Background: an optimization exercise with open tools, aiming at small area, a short achievable clock period and few clock cycles per item. Do not read the settings as production practice. At most, simulation tests tie the RTL to the original design; equivalence was not proved. The RTL of run 1 was laid out without a check of its function.

==> flow/design.v (outline; a module is shown in full before it is edited, if it fits) <==
// module FFT: 661 lines
module FFT(clk, rst_n, in_valid, din_r, din_i, out_valid, dout_r, dout_i);
  // ...
==> flow/flow/run.sh <==
#!/bin/bash
set -euo pipefail
export SETUP_SLACK_MARGIN=8
bash standard.sh finish > flow_make.log 2>&1
==> flow/standard.sh <==
#!/bin/bash
# synth_recipe.tcl (not shown) runs the flow's synth.tcl, then flattens the netlist and writes it again
# the make line also repeats each setting of config.mk as NAME=value (left out here)
make -C /OpenROAD-flow-scripts/flow DESIGN_CONFIG=/design/flow/config.mk WORK_HOME=/design/flow/orfs CLKGATE_MAP_FILE= SYNTH_SCRIPT=/design/flow/synth_recipe.tcl "${@:-finish}"
==> flow/config.mk <==
export PLATFORM = sky130hd
export DESIGN_NAME = FFT
export DESIGN_NICKNAME = FFT
export VERILOG_FILES = /design/flow/design.v
export SDC_FILE = /design/flow/constraint.sdc
export NUM_CORES = 4
export LEC_CHECK = 0
export CAP_MARGIN = 20
export CORE_MARGIN = 2
export CORE_UTILIZATION = 40
export PLACE_DENSITY = 0.6
export SLEW_MARGIN = 20
==> flow/constraint.sdc <==
create_clock -name core_clock -period 12.0 [get_ports {clk}]
set_input_delay 2.4000 -clock core_clock [delete_from_list [all_inputs] [get_ports {clk}]]
set_output_delay 2.4000 -clock core_clock [all_outputs]
set_load 0.01 [all_outputs]
==> summary.md, run 1 <==
| Metric | Value |
|---|---|
| Area-dominant class | `multi-input gates` |
| Inverters | `1,506` |
| Post-synth top area share | `33.5%` |
| Routed vias/inst | `5.31` |
| CP bufs+invs | `2` |
| Syn avg cell area | `9.99 um2` |
| H-tree level count | `4` |
| Initial DRC Count | `6,675` |
| Tap Count | `3,348` |
| Top_reg_cell synth | `dfxtp_1` |
| Critical R2R Capture | `Xr[15]$_DFF_P_` |
| Crit path to | `Xr[15]$_DFF_P_` |
| R2R setup slack | `7.66 ns` |
| Initial core utilization | `40.2%` |
| Critical path class | `register to register` |
| Final core utilization | `46.0%` |
| Clock latency at the later pin of the worst-skew pair | `0.85 ns` |
| Hold slack | `0.324 ns` |
| Synth Area in Compound Gates | `12.8%` |
| CP delay by family, top | `compound AO/OA/AOI/OAI gates` |
| Port Buf Inserts | `59` |
| Crit-path max FO | `2` |
| CP max stage cell | `fa_1` |
| Slew HR | `21.5%` |
| Multi-input combinational cell count | `6,442` |
| CTS Hold Bufs | `0` |
| Fin nets | `11.8k` |
| Status | `finished clean` |
| M2 GR Usage | `39.5%` |
| CP Capture Type | `register` |
| Die area | `257,000 um2` |
| Row Count | `184` |
| Max Slew Vio Count | `0` |
| Area leader, netlist | `dfxtp_1` |
| CLK BUF | `249` |
| Fraction of registers with async set/reset | `0.529%` |
| Met1 wire length | `138,000 um` |
| Total wire length | `323,000 um` |
| Clock-cell share | `5.60%` |
| Max-Cap Viols | `0` |
| Critical path's most frequent cell | `fa_1` |
| Wire per inst | `23.6 um` |
| Worst-path clk slew | `0.06 ns` |
==> run 2: changes to the inputs <==
--- a/flow/design.v
+++ b/flow/design.v
@@ -13,17 +13,17 @@
 reg ov;
 assign out_valid = ov;
 always @(posedge clk or negedge rst_n) begin
   if (!rst_n) begin
     run <= 1'b0; P <= 7'd0; ov <= 1'b0;
   end else begin
     if (in_valid) run <= 1'b1;
     if ((run || in_valid) && P != 7'd127) P <= P + 7'd1;
-    if (P == 7'd35) ov <= 1'b1;
+    if (P == 7'd36) ov <= 1'b1;
   end
 end
 wire [6:0] Pn = P + 7'd1;
 reg f0_dl, f0_ld, f1_ld, f1_pre, f2_dl, f2_ld, f3_ld, f3_pre;
 always @(posedge clk) begin
   f0_dl <= (Pn >= 7'd17) && (Pn <= 7'd24);
   f0_ld <= (Pn >= 7'd25) && (Pn <= 7'd32);
   f1_ld <= (Pn >= 7'd27) && (Pn <= 7'd34);
@@ -621,41 +621,45 @@
 wire [15:0] uds189 = fes175 ^ fec176 ^ ~fds167;
 wire [15:0] udc190 = {((fes175) & (fec176) | (fes175) & (~fds167) | (fec176) & (~fds167)), 1'b0};
 wire [15:0] uds191 = uds189 ^ udc190 ^ ~fdc168;
 wire [15:0] udc192 = {((uds189) & (udc190) | (uds189) & (~fdc168) | (udc190) & (~fdc168)), 1'b0};
 wire [15:0] U1rs = d2 ? uas179 : E1r; wire [15:0] U1rc = d2 ? uac180 : 16'd0;
 wire [15:0] U1is = d2 ? ubs183 : E1i; wire [15:0] U1ic = d2 ? ubc184 : 16'd0;
 wire [15:0] U3rs = d2 ? ucs187 : E3r; wire [15:0] U3rc = d2 ? ucc188 : 16'd0;
 wire [15:0] U3is = d2 ? uds191 : E3i; wire [15:0] U3ic = d2 ? udc192 : 16'd0;
-reg [15:0] Ars, Arc, Brs, Brc, Ais, Aic, Bis, Bic;
-reg [15:0] Y0r, Y0i;
-reg [4:0] KXr, KXi;
-wire [15:0] M4 = {16{d4}};
-always @(posedge clk) begin
-  Ars <= (d3 ? U1is : U1rs) ^ M4; Arc <= (d3 ? U1ic : U1rc) ^ M4;
-  Brs <= (d3 ? ~U3is : U3rs) ^ M4; Brc <= (d3 ? ~U3ic : U3rc) ^ M4;
-  Ais <= (d3b ? U3rs : U1is) ^ M4; Aic <= (d3b ? U3rc : U1ic) ^ M4;
-  Bis <= (d3b ? ~U1rs : U3is) ^ M4; Bic <= (d3b ? ~U1rc : U3ic) ^ M4;
-  Y0r <= addsub(U0r, U2r, d3); Y0i <= addsub(U0i, U2i, d3b);
-  KXr <= ~(5'h1f << (d4 ? 3'd5 - {(d3 | d2), 1'b0} : {(d3 | d2), 1'b0})); KXi <= ~(5'h1f << (d4 ? 3'd5 - {(d3b | d2), 1'b0} - {d2, 1'b0} : {(d3b | d2), 1'b0} + {d2, 1'b0}));
-end
-wire [15:0] xrs193 = Y0r ^ Ars ^ {Arc[15:1], KXr[0]};
-wire [15:0] xrc194 = {((Y0r) & (Ars) | (Y0r) & ({Arc[15:1], KXr[0]}) | (Ars) & ({Arc[15:1], KXr[0]})), KXr[1]};
-wire [15:0] xrs195 = xrs193 ^ xrc194 ^ Brs;
-wire [15:0] xrc196 = {((xrs193) & (xrc194) | (xrs193) & (Brs) | (xrc194) & (Brs)), KXr[2]};
-wire [15:0] xrs197 = xrs195 ^ xrc196 ^ Brc;
-wire [15:0] xrc198 = {((xrs195) & (xrc196) | (xrs195) & (Brc) | (xrc196) & (Brc)), KXr[3]};
-wire [15:0] xis199 = Y0i ^ Ais ^ {Aic[15:1], KXi[0]};
-wire [15:0] xic200 = {((Y0i) & (Ais) | (Y0i) & ({Aic[15:1], KXi[0]}) | (Ais) & ({Aic[15:1], KXi[0]})), KXi[1]};
-wire [15:0] xis201 = xis199 ^ xic200 ^ Bis;
-wire [15:0] xic202 = {((xis199) & (xic200) | (xis199) & (Bis) | (xic200) & (Bis)), KXi[2]};
-wire [15:0] xis203 = xis201 ^ xic202 ^ Bic;
-wire [15:0] xic204 = {((xis201) & (xic202) | (xis201) & (Bic) | (xic202) & (Bic)), KXi[3]};
-wire [15:0] xsum_r = xrs197 + xrc198 + {15'd0, KXr[4]};
-wire [15:0] xsum_i = xis203 + xic204 + {15'd0, KXi[4]};
-reg [15:0] Xr, Xi;
-always @(posedge clk) begin
-  Xr <= xsum_r; Xi <= xsum_i;
-end
-assign dout_r = Xr;
-assign dout_i = Xi;
-endmodule
+    reg [15:0] Ars, Arc, Brs, Brc, Ais, Aic, Bis, Bic;
+    reg [15:0] Y0r, Y0i;
+    reg e3, e4;
+    reg [3:0] KYr, KYi;
+    always @(posedge clk) begin
+      Ars <= d3 ? U1is : U1rs; Arc <= d3 ? U1ic : U1rc;
+      Brs <= d3 ? ~U3is : U3rs; Brc <= d3 ? ~U3ic : U3rc;
+      Ais <= d3b ? U3rs : U1is; Aic <= d3b ? U3rc : U1ic;
+      Bis <= d3b ? ~U1rs : U3is; Bic <= d3b ? ~U1rc : U3ic;
+      Y0r <= addsub(U0r, U2r, d3); Y0i <= addsub(U0i, U2i, d3b);
+      e3 <= d3; e4 <= d4;
+      KYr <= {2{d3 | d2}}; KYi <= {d2, d2, d3b | d2, d3b | d2};
+    end
+    wire [15:0] y1rs193 = Ars ^ {Arc[15:1], KYr[0]} ^ Brs;
+wire [15:0] y1rc194 = {((Ars) & ({Arc[15:1], KYr[0]}) | (Ars) & (Brs) | ({Arc[15:1], KYr[0]}) & (Brs)), KYr[1]};
+wire [15:0] y1rs195 = y1rs193 ^ y1rc194 ^ Brc;
+wire [15:0] y1rc196 = {((y1rs193) & (y1rc194) | (y1rs193) & (Brc) | (y1rc194) & (Brc)), 1'b0};
+wire [15:0] y1is197 = Ais ^ {Aic[15:1], KYi[0]} ^ Bis;
+wire [15:0] y1ic198 = {((Ais) & ({Aic[15:1], KYi[0]}) | (Ais) & (Bis) | ({Aic[15:1], KYi[0]}) & (Bis)), KYi[1]};
+wire [15:0] y1is199 = y1is197 ^ y1ic198 ^ Bic;
+wire [15:0] y1ic200 = {((y1is197) & (y1ic198) | (y1is197) & (Bic) | (y1ic198) & (Bic)), KYi[2]};
+wire [15:0] y1r = y1rs195 + y1rc196;
+wire [15:0] y1i = y1is199 + y1ic200 + {15'd0, KYi[3]};
+    reg [15:0] Y0dr, Y0di, Y1r, Y1i;
+    reg g4;
+    always @(posedge clk) begin
+      Y0dr <= Y0r; Y0di <= Y0i;
+      Y1r <= y1r ^ {16{e4}}; Y1i <= y1i ^ {16{e4}};
+      g4 <= e4;
+    end
+    reg [15:0] Xr, Xi;
+    always @(posedge clk) begin
+      Xr <= Y0dr + Y1r + {15'd0, g4}; Xi <= Y0di + Y1i + {15'd0, g4};
+    end
+    assign dout_r = Xr;
+    assign dout_i = Xi;
+    endmodule
==> run 2 against run 1 <==
  * First-iteration DRC count is 6.2% lower
  * Wire length decreased by 0.37%
  * Setup slack gained 0.33 ns
  * Synthesized area increased by 0.40%
  * Synthesized cell count grew 0.55%
  * Global-route usage barely moved
  * Maximum frequency up 8.2%
  * Critical path type unchanged
  * Highest routed layer unchanged
==> summary.md, run 2 <==
| Metric | Value |
|---|---|
| Status | `finished clean` |
| CTS Sinks | `1,762` |
| First-pass GRT wire length | `474,000 um` |
| CTS tree | `yes` |
| Slew HR | `19.6% (-1.9 points)` |
| Initial antenna violation count | `26` |
| Routed vias/inst | `5.28 (-0.61%)` |
| Pin count of the biggest net entering global routing | `91` |
| TNS Setup | `0 ns` |
| HPWL Detailed | `250,000 um` |
| Post-synth top area share | `34.6% (+1.0 points)` |
| Clock latency at the later pin of the worst-skew pair | `0.86 ns (about the same)` |
| Hold slack | `0.327 ns (+0.00291 ns)` |
| Worst-path clk slew | `0.06 ns (about the same)` |
| Clock Tree Root | `clkbuf_16` |
| Worst Setup Start Kind | `register` |
| Share of cells above drive strength 1 | `8.66%` |
| Syn nets | `11.8k` |
| Die H | `508 um` |
| Synth unique cells | `80` |
| Synth Area in Compound Gates | `13.4% (+0.56 points)` |
| Vias | `72.4k` |
| Post-Synthesis Cells | `10.2k` |
| Final ANT Viol Nets | `0` |
| Area leader, netlist | `dfxtp_1` |
| Initial core utilization | `40.3% (+0.087 points)` |
| Vias in the first global route | `73.6k` |
| Flops & latches, synth | `1,762` |
| Adder-Cell Fraction of Synth Area | `27.0%` |
| Wire per inst | `23.5 um (-0.41%)` |
| RSZ-0062 raised after global routing | `yes` |
| Crit-path max FO | `12 (+10)` |
| Fin Clk Skew | `0.0573 ns` |
| Most frequent cells in the layout | `dfxtp_1, inv_1, fa_1, nand2_1, ha_1` |
| CP max stage cell | `dfxtp_4` |
| CP Capture Type | `register` |
| Hold crit path type | `register to register` |
| Synth Area in Simple Gates | `7.37%` |
| Count leader, synth | `dfxtp_1` |
| Fraction of registers with async set/reset | `0.511% (-0.018 points)` |
| Post-Layout Cell Count | `13.7k` |
| CP delay by family, top | `compound AO/OA/AOI/OAI gates` |
| Slew @ Worst Pin | `1.20 ns` |
| Core Area | `252,000 um2` |
| Post-synth EDFFs | `0` |
| Post-synthesis mux area share | `1.08%` |
| Most common cell after layout, fill and taps aside | `dfxtp_1` |
| Post-Syn Area | `101,000 um2` |
| Final core utilization | `45.5% (-0.53 points)` |
| WP data arrival | `4.68 ns` |
| Critical Path Max Stage Delay | `0.39 ns` |
| Die Wd | `508 um` |
| H-tree level count | `4 (unchanged)` |
| I/O pins | `60` |
| Fin nets | `11.9k (+0.14%)` |
| CTS Hold Bufs | `0 (unchanged)` |
| Final setup fails | `0` |
| First-pass DRT Iterations | `9` |
| Max Slew Vio Count | `0 (unchanged)` |
| Number of buffers created by CTS | `184` |
| Total GRT Usage | `24.6%` |
| Peak Freq | `249 MHz` |
| Final Critical Period | `4.01 ns` |
| CTS max path bufs | `3` |
| Total wire length | `322,000 um (-0.37%)` |
| Top_reg_cell synth | `dfxtp_1` |
| Max-Cap Viols | `0 (unchanged)` |
| CP cell instances | `buf_12 -> bufbuf_16 -> bufbuf_16 -> a22oi_2 -> nand2_2 -> ha_4 -> and3_1 -> a32o_2 -> a311oi_4 -> a21oi_2 -> and2_4 -> a311oi_4 -> a21oi_2 -> a41o_1 -> o41a_1 -> xnor2_1` |
| Grt ovf | `0` |
| Die area | `258,000 um2 (+0.40%)` |
| Syn avg cell area | `9.97 um2 (-0.15%)` |
| Main combinational cell family by area after synthesis | `adder cells` |
| Tcrit/Tclk final | `33.4%` |
| DRC | `0` |
| Area Growth Syn to Fin | `12.9%` |
| Register area share after synthesis | `34.8%` |
| Crit path required time | `12.67 ns` |
| Placed insts | `13.2k` |
| XOR/XNOR share of the synthesized area | `9.05%` |
| CP bufs+invs | `3 (+1)` |
| Synth top cells by count | `dfxtp_1, inv_1, fa_1` |
| Critical path class | `register to register` |
| Initial DRC Count | `6,259 (-6.2%)` |
| Synth area leaders | `dfxtp_1, fa_1, ha_1` |
| Syn. warnings | `9` |
| Final hold viol count | `0` |
| Row Count | `184 (unchanged)` |
| Port Buf Inserts | `59 (unchanged)` |
| Routability Congestion | `0.929` |
[run 2: cell type report]
| class | instances | area (um2) |
|---|---|---|
| antenna | 36 | 90.1 |
| clock buffer | 235 | 5060 |
| clock inverter | 93 | 1150 |
| fill | 23700 | 137000 |
| inverter | 1484 | 5660 |
| multi-input combinational | 6465 | 59900 |
| sequential | 1762 | 35500 |
| tap | 3348 | 4190 |
| timing repair buffer | 298 | 3010 |
[run 2: what timing repair did]
| action | 4_1_cts | 5_1_grt |
|---|---|---|
| pin swaps | 21 | 71 |
| endpoints found under the hold margin | 0 | 0 |
| resized for setup | 200 | 204 |
| endpoints found under the setup margin | 261 | 132 |
| setup buffers | 61 | 76 |
| gates cloned | 13 | 0 |
[run 2: worst paths after layout]
| check | startpoint | to | slack, ns | cells past startpoint |
|---|---|---|---|---|
| setup / recovery | tw3t_r_k[2]$_DFF_P_ | E1r[15]$_DFF_P_ | 7.99 | 16 |
| hold / removal | d4$_DFF_P_ | e4$_DFF_P_ | 0.33 | 0 |
| setup reg to reg | tw3t_r_k[2]$_DFF_P_ | E1r[15]$_DFF_P_ | 7.99 | 16 |
| hold reg to reg | d4$_DFF_P_ | e4$_DFF_P_ | 0.33 | 0 |
| max in group asynchronous | rst_n | P[0]$_DFFE_PN0P_ | 9.81 | 1 |
| min in group asynchronous | rst_n | P[3]$_DFFE_PN0P_ | 1.88 | 1 |
[run 2: logic make-up after synthesis]
family,after synthesis
AO/OA/AOI/OAI,1983
buffers and inverters,1949
flip-flops,1762
AND/OR/NAND/NOR,1692
adder cells (fa/ha/maj),1632
XOR/XNOR,1049
multiplexers,109
[run 2: metal layers]
| layer | vias to the layer above | track usage [%] | wire, um |
|---|---|---|---|
| met3 | 597 | 3.46 | 18100 |
| met5 | - | 0 | 53 |
| met1 | 36100 | 31.7 | 135000 |
| met4 | 8 | 11.8 | 17700 |
| li1 | 33300 | - | - |
| met2 | 2382 | 40.7 | 151000 |
[run 2: through the flow]
| step | area, um2 | setup slack, ns |
|---|---|---|
| after global routing | 115000 | 7.92 |
| after detailed placement | 105000 | 6.89 |
| after global placement | 105000 | 6.86 |
| after floorplan | 102000 | 7.79 |
| final | 115000 | 7.99 |
| after CTS | 113000 | 7.88 |
Testbench counts of run 2, summed over its fixed seeds: cycles 26,496, frames 384.

static timing again, ports no longer ideal:
In the flow no input, the clock included, has a driving cell. The finished layouts below were timed again as built, in two steps.
Step 1 (the two cells are an assumption about what drives the block):
set clk [get_ports {clk}]
set_driving_cell -lib_cell sky130_fd_sc_hd__clkbuf_16 $clk
set_driving_cell -lib_cell sky130_fd_sc_hd__buf_2 [delete_from_list [all_inputs] $clk]
Step 2, shift: input delay + t, output delay - t, t = (earliest + latest rising clock arrival at the registers) / 2. This alone moves slack from input paths to output paths.
Three values: ideal ports, drivers, drivers and shift; two values: the first two.
| run | t (ns) | setup WS [ns] | hold WS [ns] | worst setup path after step 2 | pins driven straight from the clock port |
|---|---|---|---|---|---|
| run 1 | 0.924 | 7.662 / 7.662 / 7.122 | 0.324 / 0.324 / 0.324 | input to register | 1 |
| run 2 | 0.922 | 7.990 / 7.990 / 7.185 | 0.327 / 0.327 / 0.327 | input to register | 1 |
After both steps every run listed still meets setup and hold. For run 2, which loses most, drivers alone change the setup slack by 0.000 ns; drivers and shift together by -0.805 ns.
